Context: an optimization exercise on an open-source flow, tuned for small area. The choices shown serve that exercise and are no tape-out recipe.
The RTL was checked by simulation tests, not by an equivalence proof against the original design.
Power and IR drop assume default switching activity.

$ cat design.v
module vliw_top(input clk, input reset, output [31:0] imem_addr, input [31:0] imem_data, output [31:0] A, output [31:0] B);
  reg [29:0] pc;                        
  reg [31:0] ir;                        
  reg        e_ld, e_rw2, e_st, e_vw, e_asb;
  reg  [1:0] e_op;
  reg  [2:0] e_rn1, e_rd1;
  reg  [4:0] e_off;
  reg [10:0] e_s2;                      
  reg        rst_q;                     
  reg        m_rw1, m_rw2, m_st, m_vw, m_ov;
  reg  [3:0] m_addr;
  reg [31:0] m_alu, m_str;
  reg  [2:0] m_wr1, m_wr2;
  reg        w_rw1, w_rw2;
  reg [31:0] w_mem, w_alu;
  reg  [2:0] w_wr1, w_wr2;
  reg        vflag;
  reg [255:0] rf;
  reg [511:0] dm;
  assign imem_addr = {pc, 2'b00};
  assign A = w_mem;
  assign B = w_alu;
  wire [4:0] op1 = ir[4:0];
  wire [4:0] op2 = ir[20:16];
  wire d_ld  = op1 == 5'b10001;
  wire d_st  = op1 == 5'b10000;
  wire d_j   = op1 == 5'b11100;
  wire d_br  = op1 == 5'b11011;
  wire d_n1  = op1 == 5'b00000;
  wire br_ok = ir[7:5] == 3'b001;
  wire exc1  = (d_br & ~br_ok) | ~(d_ld | d_st | d_j | d_br | d_n1);
  wire d_add = op2 == 5'b00100;
  wire d_sub = op2 == 5'b00101;
  wire d_sh  = op2 == 5'b00010;
  wire d_neg = op2 == 5'b01000;
  wire d_n2  = op2 == 5'b00000;
  wire und2  = ~(d_add | d_sub | d_sh | d_neg | d_n2);
  wire exc2  = und2 | (d_neg & (ir[25:21] != 5'b00110));
  wire d_asb = d_add | d_sub;
  wire [1:0] d_op = {d_sh | d_neg, d_sub | d_neg};
  wire d_rw2 = d_add | d_sub | d_sh | d_neg;
  wire d_vw  = d_ld | d_st | d_add | d_sub | d_neg;
  wire stall = e_ld & ( (d_asb ? (e_rd1 == ir[23:21]) : (e_rd1 == ir[31:29]))
                      | ((d_ld | d_st) & (e_rd1 == ir[15:13]))
                      | (d_st & (e_rd1 == ir[12:10])) );
  wire ovf;                             
  wire kill  = stall | exc1 | exc2 | ovf;
  wire flush = d_j | d_br | exc1 | exc2 | ovf;
  wire p_exc = exc1 | und2;             
  wire p_br  = d_br & br_ok;            
  wire [29:0] inc = p_br ? (vflag ? {{22{ir[15]}}, ir[15:8]} : 30'd0) : 30'd1;
  wire [29:0] pc_sum = pc + inc;
  wire [29:0] pc_next = (ovf | p_exc) ? 30'd15 :
                        d_j ? {pc[29:26], {15{ir[15]}}, ir[15:5]} : pc_sum;
  wire pc_ld = ~reset & ~stall;
  wire pc_hd = ~reset & stall;
  wire ir_ld = ~reset & ~flush & ~stall;
  wire ir_hd = ~reset & ~flush & stall;
  always @(posedge clk) begin
    pc <= (pc_next & {30{pc_ld}}) | (pc & {30{pc_hd}});
    ir <= (imem_data & {32{ir_ld}}) | (ir & {32{ir_hd}});
    rst_q <= reset;
  end
  always @(posedge clk) begin
    if (reset) begin
      e_ld <= 1'b0; e_rw2 <= 1'b0; e_st <= 1'b0; e_vw <= 1'b0; e_asb <= 1'b0; e_op <= 2'b00;
      e_off <= 5'd0; e_s2 <= 11'd0;
    end else begin
      e_ld  <= d_ld & ~kill;
      e_rw2 <= d_rw2 & ~kill;
      e_st  <= d_st & ~kill;
      e_vw  <= d_vw & ~kill;
      e_asb <= d_asb;
      e_op  <= d_op;
      e_off <= ir[9:5];
      e_s2  <= ir[31:21];
    end
    e_rn1 <= ir[15:13];
    e_rd1 <= ir[12:10];
  end
  function [31:0] rsel(input [255:0] r, input [7:0] s);
    integer i;
    begin
      rsel = 32'd0;
      for (i = 0; i < 8; i = i + 1) rsel = rsel | (r[i*32 +: 32] & {32{s[i]}});
    end
  endfunction
  function [7:0] dec8(input [2:0] a);
    dec8 = 8'd1 << a;
  endfunction
  wire m_fwd_ok = m_rw2 & (m_wr2 != 3'd0);
  wire w_fwd_ok = w_rw2 & (w_wr2 != 3'd0);
  function [31:0] rdf(input [2:0] a);
    reg fm, fw, fl;
    reg [7:0] sel;
    begin
      fm  = m_fwd_ok & (m_wr2 == a);
      fw  = ~fm & w_fwd_ok & (w_wr2 == a);
      fl  = ~fm & ~(w_fwd_ok & (w_wr2 == a)) & w_fwd_ok & (w_wr1 == a);
      sel = dec8(a) & {8{~rst_q & ~fm & ~fw & ~fl}};
      rdf = rsel(rf, sel) | (m_alu & {32{fm}}) | (w_alu & {32{fw}}) | (w_mem & {32{fl}});
    end
  endfunction
  wire [2:0]  a_x = e_asb ? e_s2[2:0] : e_s2[10:8];
  wire [31:0] C = rdf(e_rn1);
  wire [31:0] D = rdf(e_rd1);
  wire [31:0] X = rdf(a_x);
  wire [5:0] alo = {1'b0, C[6:2]} + {1'b0, e_off};
  wire c7 = alo[5];
  wire ovf_m = e_off[4] ? (C[31] & ~c7 & ~|C[30:7]) : (~C[31] & c7 & &C[30:7]);
  wire [3:0] a_mem = alo[3:0];
  wire [31:0] Y = e_asb ? {{24{e_s2[10]}}, e_s2[10:3]} : {{27{e_s2[4]}}, e_s2[4:0]};
  wire is_sub = e_op == 2'b01;
  wire is_neg = e_op == 2'b11;
  wire [31:0] ax = X ^ {32{is_neg}};
  wire [31:0] by = (Y ^ {32{is_sub}}) & {32{~is_neg}};
  wire [32:0] sum_c = {ax, 1'b1} + {by, is_sub | is_neg};
  wire [31:0] sum = sum_c[32:1];
  wire [31:0] shr = e_s2[4] ? 32'd0 : (X >> e_s2[3:0]);
  wire [31:0] alu = (e_op == 2'b10) ? shr : sum;
  reg ovf_r;
  always @(*) begin
    case (e_op)
      2'b00: ovf_r = (X[31] == Y[31]) & (sum[31] != X[31]);
      2'b01: ovf_r = (e_s2[10:3] == 8'd0) & X[31];
      2'b10: ovf_r = 1'b0;
      default: ovf_r = X[31];
    endcase
  end
  assign ovf = ovf_m | ovf_r;
  always @(posedge clk) begin
    if (reset) begin
      m_rw1 <= 1'b0; m_rw2 <= 1'b0; m_st <= 1'b0; m_vw <= 1'b0; m_ov <= 1'b0;
      m_addr <= 4'd0; m_alu <= 32'd0;
    end else begin
      m_rw1 <= e_ld & ~ovf;
      m_rw2 <= e_rw2 & ~ovf;
      m_st  <= e_st & ~ovf;
      m_vw  <= e_vw;
      m_ov  <= ovf;
      m_addr <= a_mem;
      m_alu <= alu;
    end
    m_str <= D;
    m_wr1 <= e_rd1;
    m_wr2 <= e_asb ? e_s2[2:0] : e_s2[7:5];
  end
  function [31:0] dinit(input integer w);
    case (w)
      0: dinit = 32'd1;   1: dinit = 32'd3;   2: dinit = 32'd7;   3: dinit = 32'd6;
      4: dinit = 32'd15;  5: dinit = 32'd2;   6: dinit = 32'd0;   7: dinit = 32'd23;
      8: dinit = 32'd1;   9: dinit = 32'd4;  10: dinit = 32'd9;  11: dinit = 32'd8;
     12: dinit = 32'd0;  13: dinit = 32'd5;  14: dinit = 32'd4;
      default: dinit = 32'h8000_0000;
    endcase
  endfunction
  genvar gw;
  generate
    for (gw = 0; gw < 16; gw = gw + 1) begin : g_dm
      wire hit  = m_st & (m_addr == gw);
      wire we   = ~reset & hit;
      wire hold = ~reset & ~hit;
      always @(posedge clk)
        dm[gw*32 +: 32] <= (m_str & {32{we}}) | (dinit(gw) & {32{reset}}) | (dm[gw*32 +: 32] & {32{hold}});
    end
  endgenerate
  reg [31:0] mem_out;
  integer mi;
  always @(*) begin
    mem_out = 32'd0;
    for (mi = 0; mi < 16; mi = mi + 1)
      mem_out = mem_out | (dm[mi*32 +: 32] & {32{m_addr == mi}});
  end
  always @(posedge clk) begin
    if (reset) begin
      w_rw1 <= 1'b0; w_rw2 <= 1'b0;
      w_mem <= 32'd0; w_alu <= 32'd0;
    end else begin
      w_rw1 <= m_rw1; w_rw2 <= m_rw2;
      w_mem <= mem_out; w_alu <= m_alu;
    end
    w_wr1 <= m_wr1;
    w_wr2 <= m_wr2;
  end
  wire [31:0] wd_1 = w_mem & {32{~rst_q}};
  genvar gr;
  generate
    for (gr = 0; gr < 8; gr = gr + 1) begin : g_rf
      wire we2  = w_rw2 & (w_wr2 == gr);
      wire we1  = ~we2 & (rst_q | (w_rw1 & (w_wr1 == gr)));
      wire hold = ~we2 & ~we1;
      always @(posedge clk)
        rf[gr*32 +: 32] <= (w_alu & {32{we2}}) | (wd_1 & {32{we1}}) | (rf[gr*32 +: 32] & {32{hold}});
    end
  endgenerate
  always @(posedge clk)
    if (reset) vflag <= 1'b0;
    else if (m_vw) vflag <= m_ov;
endmodule
$ cat flow/run.sh
#!/bin/bash
# Layout flow for this design: the standard layout (standard.sh), changed in three ways:
#  - synthesis maps the logic with an area-oriented abc script (flow/area.abc) in place of
#    ORFS's delay-oriented one; everything else in synth_recipe.tcl is kept, so the registers
#    and their names and cell types are those of the standard synthesis;
#  - the port buffers are sky130_fd_sc_hd__buf_1;
#  - the clock tree uses clkbuf_8 buffers (at most 16 sinks each, 60 um across) and no dummy loads.
# Each tool's full output goes to ORFS's logs under orfs/logs/; this script's own output goes to
# run_flow.log.
set -euo pipefail
W=$(pwd)
F="$W/flow"
{
  head -n 1 synth_recipe.tcl
  echo "proc abc {args} { set i [lsearch -exact \$args -script]; if {\$i >= 0} { lset args [expr {\$i + 1}] {$F/area.abc} }; yosys abc {*}\$args }"
  tail -n +2 synth_recipe.tcl
} > my_synth.tcl
sed "s|$W/synth_recipe.tcl|$W/my_synth.tcl|g" standard.sh > my_standard.sh
grep -q "my_synth.tcl" my_standard.sh || { echo "run.sh: could not swap the synthesis script" >&2; exit 1; }
export BUFFER_PORTS_ARGS="-buffer_cell sky130_fd_sc_hd__buf_1"
export CTS_ARGS="-sink_clustering_enable -repair_clock_nets -dont_use_dummy_load -buf_list sky130_fd_sc_hd__clkbuf_8 -sink_clustering_size 16 -sink_clustering_max_diameter 60"
bash my_standard.sh > run_flow.log 2>&1
$ cat flow/area.abc
&get -n
&st
&dch
&nf -R 1000 -F 8 -A 4 -a
&st
&dch
&nf -R 1000 -F 8 -A 4 -a
&put
$ cat standard.sh
#!/bin/bash
# synth_recipe.tcl (not shown) runs the flow's synth.tcl, then flattens the netlist and writes it again
# the make line also repeats each setting of config.mk as NAME=value (left out here)
make -C /OpenROAD-flow-scripts/flow DESIGN_CONFIG=/design/flow/config.mk WORK_HOME=/design/flow/orfs CLKGATE_MAP_FILE= SYNTH_SCRIPT=/design/flow/synth_recipe.tcl "${@:-finish}"
$ cat config.mk
export PLATFORM = sky130hd
export DESIGN_NAME = vliw_top
export DESIGN_NICKNAME = vliw_top
export VERILOG_FILES = /design/flow/design.v
export SDC_FILE = /design/flow/constraint.sdc
export NUM_CORES = 4
export LEC_CHECK = 0
export CAP_MARGIN = 5
export CORE_MARGIN = 2
export CORE_UTILIZATION = 48
export PLACE_DENSITY = 0.65
export SLEW_MARGIN = 5
$ cat constraint.sdc
create_clock -name core_clock -period 10.0 [get_ports {clk}]
set_input_delay 2.0000 -clock core_clock [delete_from_list [all_inputs] [get_ports {clk}]]
set_output_delay 2.0000 -clock core_clock [all_outputs]
set_load 0.01 [all_outputs]
==> notes.md <==
==> worst max-delay path: cells and delay by family, from the launching register on <==
kind | cells | cell delay (ns)
buffers and inverters | 2 | 0.41
AO/OA/AOI/OAI | 15 | 3.67
AND/OR/NAND/NOR | 10 | 3.26
flip-flops | 1 | 0.33
adder cells (fa/ha/maj) | 1 | 0.37
XOR/XNOR | 2 | 0.40
multiplexers | 1 | 0.62
==> metrics by stage <==
step / hold slack [ns] / total power (uW)
4_1_cts: 0.327 / 8450
5_1_grt: 0.332 / 8770
3_3_place_gp: 0.311 / 6370
6_report: 0.328 / 8560
2_1_floorplan: 0.310 / 5520
3_5_place_dp: 0.312 / 6380
==> kinds of logic after synthesis <==
| family | count (synthesis) | share of synthesized area, % |
|---|---|---|
| other | 1 | 0.00877 |
| XOR/XNOR | 106 | 2.17 |
| adder cells (fa/ha/maj) | 68 | 2.04 |
| flip-flops | 1012 | 47.4 |
| buffers and inverters | 284 | 2.51 |
| AND/OR/NAND/NOR | 811 | 9.22 |
| multiplexers | 89 | 2.15 |
| AO/OA/AOI/OAI | 1751 | 34.5 |
==> cell usage after synthesis, types with 8 or more instances <==
master / n / area, sq um
and3_1: 59 / 369
nand3_1: 58 / 290
a21oi_1: 212 / 1060
dfxtp_1: 1012 / 20300
a22oi_1: 101 / 758
a21o_1: 13 / 97.6
o211ai_1: 10 / 75.1
nor4_1: 17 / 106
and2_0: 8 / 50.1
a31oi_1: 28 / 175
a221oi_1: 35 / 307
nand2b_1: 24 / 150
nor3_1: 35 / 175
and4_1: 23 / 201
a22o_1: 591 / 5180
o31ai_1: 11 / 82.6
nand4_1: 14 / 87.6
mux2i_1: 75 / 751
clkinv_1: 281 / 1050
nor2b_1: 117 / 732
a222oi_1: 603 / 6040
o21ai_0: 63 / 315
mux2_1: 13 / 146
a211oi_1: 37 / 278
ha_1: 65 / 813
nor2_1: 136 / 510
nand2_1: 301 / 1130
xor2_1: 66 / 578
xnor2_1: 40 / 350
a41oi_1: 14 / 123
==> routing by layer <==
layer  vias up  track usage [%]
li1      17826                -
met3       890             14.2
met2      4000             56.5
met5         -             1.14
met4         8             20.9
met1     20529             55.6
==> area by class of cell <==
type                       instances  area, sq um  share of cell area (%)
timing repair buffer             265         1520                    3.18
tap                             1165         1460                    3.05
clock buffer                      89         1220                    2.57
antenna                            4         10.0                  0.0210
inverter                         281         1050                    2.21
multi-input combinational       2827        22200                    46.5
sequential                      1012        20300                    42.4
==> registers in the layout (all words and copies together) (netlist names), 4 cells and up <==
signal and cells:
m_addr 4, e_s2 11, e_off 5, m_str 32, m_alu 32, w_alu 32
ir 32, dm 512, pc 30, rf 256, w_mem 32
==> power by group through the flow <==
stage                     logic [uW]  clock network (uW)  registers, uW
after global routing            1890                2290           4600
after global placement          1720                   0           4650
final                           1830                2160           4580
after detailed placement        1730                   0           4650
after CTS                       1740                2160           4560
after floorplan                  972                   0           4540
==> worst paths after layout <==
kind	endpoint	slack (ns)
worst max-delay path	pc[4]	0.86
worst min-delay path	w_wr1[1]	0.33
worst max register to register	pc[4]	0.86
worst min register to register	w_wr1[1]	0.33
==> impl_metrics.json <==
{
  "status": "complete, no violations",
  "cts_made_buffers": 89,
  "cap_violations": 0,
  "synth_edf_count": 0,
  "postPlaceCellArea_sq_um": 46500,
  "drt_iter0_drc": 11284,
  "pwr-share-clk_pct": 25.2,
  "comb_power_share_pct": 21.3,
  "die_area_sq_um": 91400,
  "required_ns": 10.71,
  "io_buffers": 127,
  "ys_warn_count": 1,
  "rows": 109,
  "async_reset_ff_share_pct": 0,
  "synth.avg_cell_area_sq_um": 10.4,
  "clk_pin_slew_ns": 0.10,
  "drc": 0,
  "clock.fmax_mhz": 109,
  "start_util_pct": 48.4,
  "p_leak_uw": 0.0170,
  "fp.coreArea_sq_um": 88400,
  "sequentialPowerShare_pct": 53.4,
  "antenna_found_initial": 5,
  "peakVddDrop_mv": 0.210,
  "dp_slack_ns": 1.12,
  "areaGrowthSynthToFinish_pct": 11.7,
  "final_cell_mix": "dfxtp_1, a222oi_1, a22o_1, nand2_1, clkinv_1",
  "num_vias": 43253,
  "grt-ovfl-total": 0,
  "max_stage_delay_ns": 0.73,
  "die_w_um": 302,
  "die-height_um": 302,
  "arrival_ns": 9.84,
  "grtUsageTotal_pct": 40.8,
  "crit_path_start_kind": "register",
  "fin_cells": 5643,
  "m1WireLength_um": 72200,
  "grt_pass1_wl_um": 279000,
  "dr.pass1.iters": 23,
  "ys_types": 55,
  "drive_gt1_share_pct": 7.73,
  "critPathMaxFanout": 19,
  "wl_per_cell_um": 34.4,
  "ant_nets": 0,
  "power_density_nw_per_um2": 179,
  "final_util_pct": 54.0,
  "p_int_uw": 5570,
  "critPathSlowestCell": "nor2_4",
  "ctsLongestPathBuffers": 3,
  "post-route-period-util_pct": 91.4,
  "post_cts_resize_count": 0,
  "postCtsSetupRepairBufs": 0,
  "switchingPower_uw": 2990,
  "grt_max_degree": 71,
  "cts_num_sinks": 1012,
  "ff2ff_path_depth": 31,
  "fill_cells": 7968,
  "syn_inst": 4122,
  "wl_met3_um": 32300,
  "fin_worst_skew_ns": 0.107,
  "slew_headroom_pct": 9.99,
  "met2_length_um": 76900,
  "cts_tree": "built",
  "ys_seq_area_share_pct": 47.4,
  "vias_per_cell": 7.66,
  "final_common_cell": "dfxtp_1",
  "stdcell_area_sq_um": 47800,
  "hold_path_startpoint": "m_wr1[1]",
  "setup_viol_count_final": 0,
  "crit_start": "e_asb",
  "rsz0062_at_grt": "false",
  "yosys_register_bits": 1012,
  "io_pins": 130,
  "place_congestion": 1.02,
  "grt_pass1_vias": 40624,
  "post-route-min-period_ns": 9.14,
  "cts_hold_buf": 0,
  "rr_startpoint": "e_asb",
  "layout_setup_ws_ns": 0.862,
  "final_max_slew_viol_count": 0,
  "htree_num_levels": 3,
  "ys.flop_type": "dfxtp_1",
  "dp_hpwl_um": 112000,
  "hold-path-cell-count": 0,
  "nets": 4578,
  "syn_area_sq_um": 42700,
  "critical_path_class": "reg2reg",
  "dp.cells": 5550,
  "tightest_slew_ns": 1.34,
  "highest_layer": "met5",
  "setup_tns_ns": 0,
  "root_buffer": "clkbuf_8",
  "hold_class": "reg2reg",
  "hold_viol": 0,
  "postRouteWirelength_um": 194000,
  "cp-end-kind": "register",
  "p_sw_share_pct": 34.9,
  "clk_latency_ns": 0.79
}

==> afterwards: timing with drivers on the ports <==
How much do the figures lean on ideal ports? The routed layout below was timed once more, with nothing changed but the port constraints. Step 1, drivers: a clkbuf_16 drives clk and a buf_2 each remaining input, both assumed. Step 2 adds t to the input delays and takes it off the output delays; t is the mean of the earliest and latest rising clock arrival at the registers after step 1. Input paths then give back, and output paths get back, about the clock's delay inside the block. a / b / c = ideal / step 1 / step 2; a / b = the first two.
shift t [ns]: 0.807
setup WS [ns]: 0.862 / 0.862 / 0.862
worst setup path after step 2: register to register
worst register clock-pin slew, ns: 0.10 / 0.10
cell pins on the clock port's net: 1
After both steps setup and hold are still met in this run. For this run, drivers alone change the setup slack by 0.000 ns; drivers and shift together by 0.000 ns.
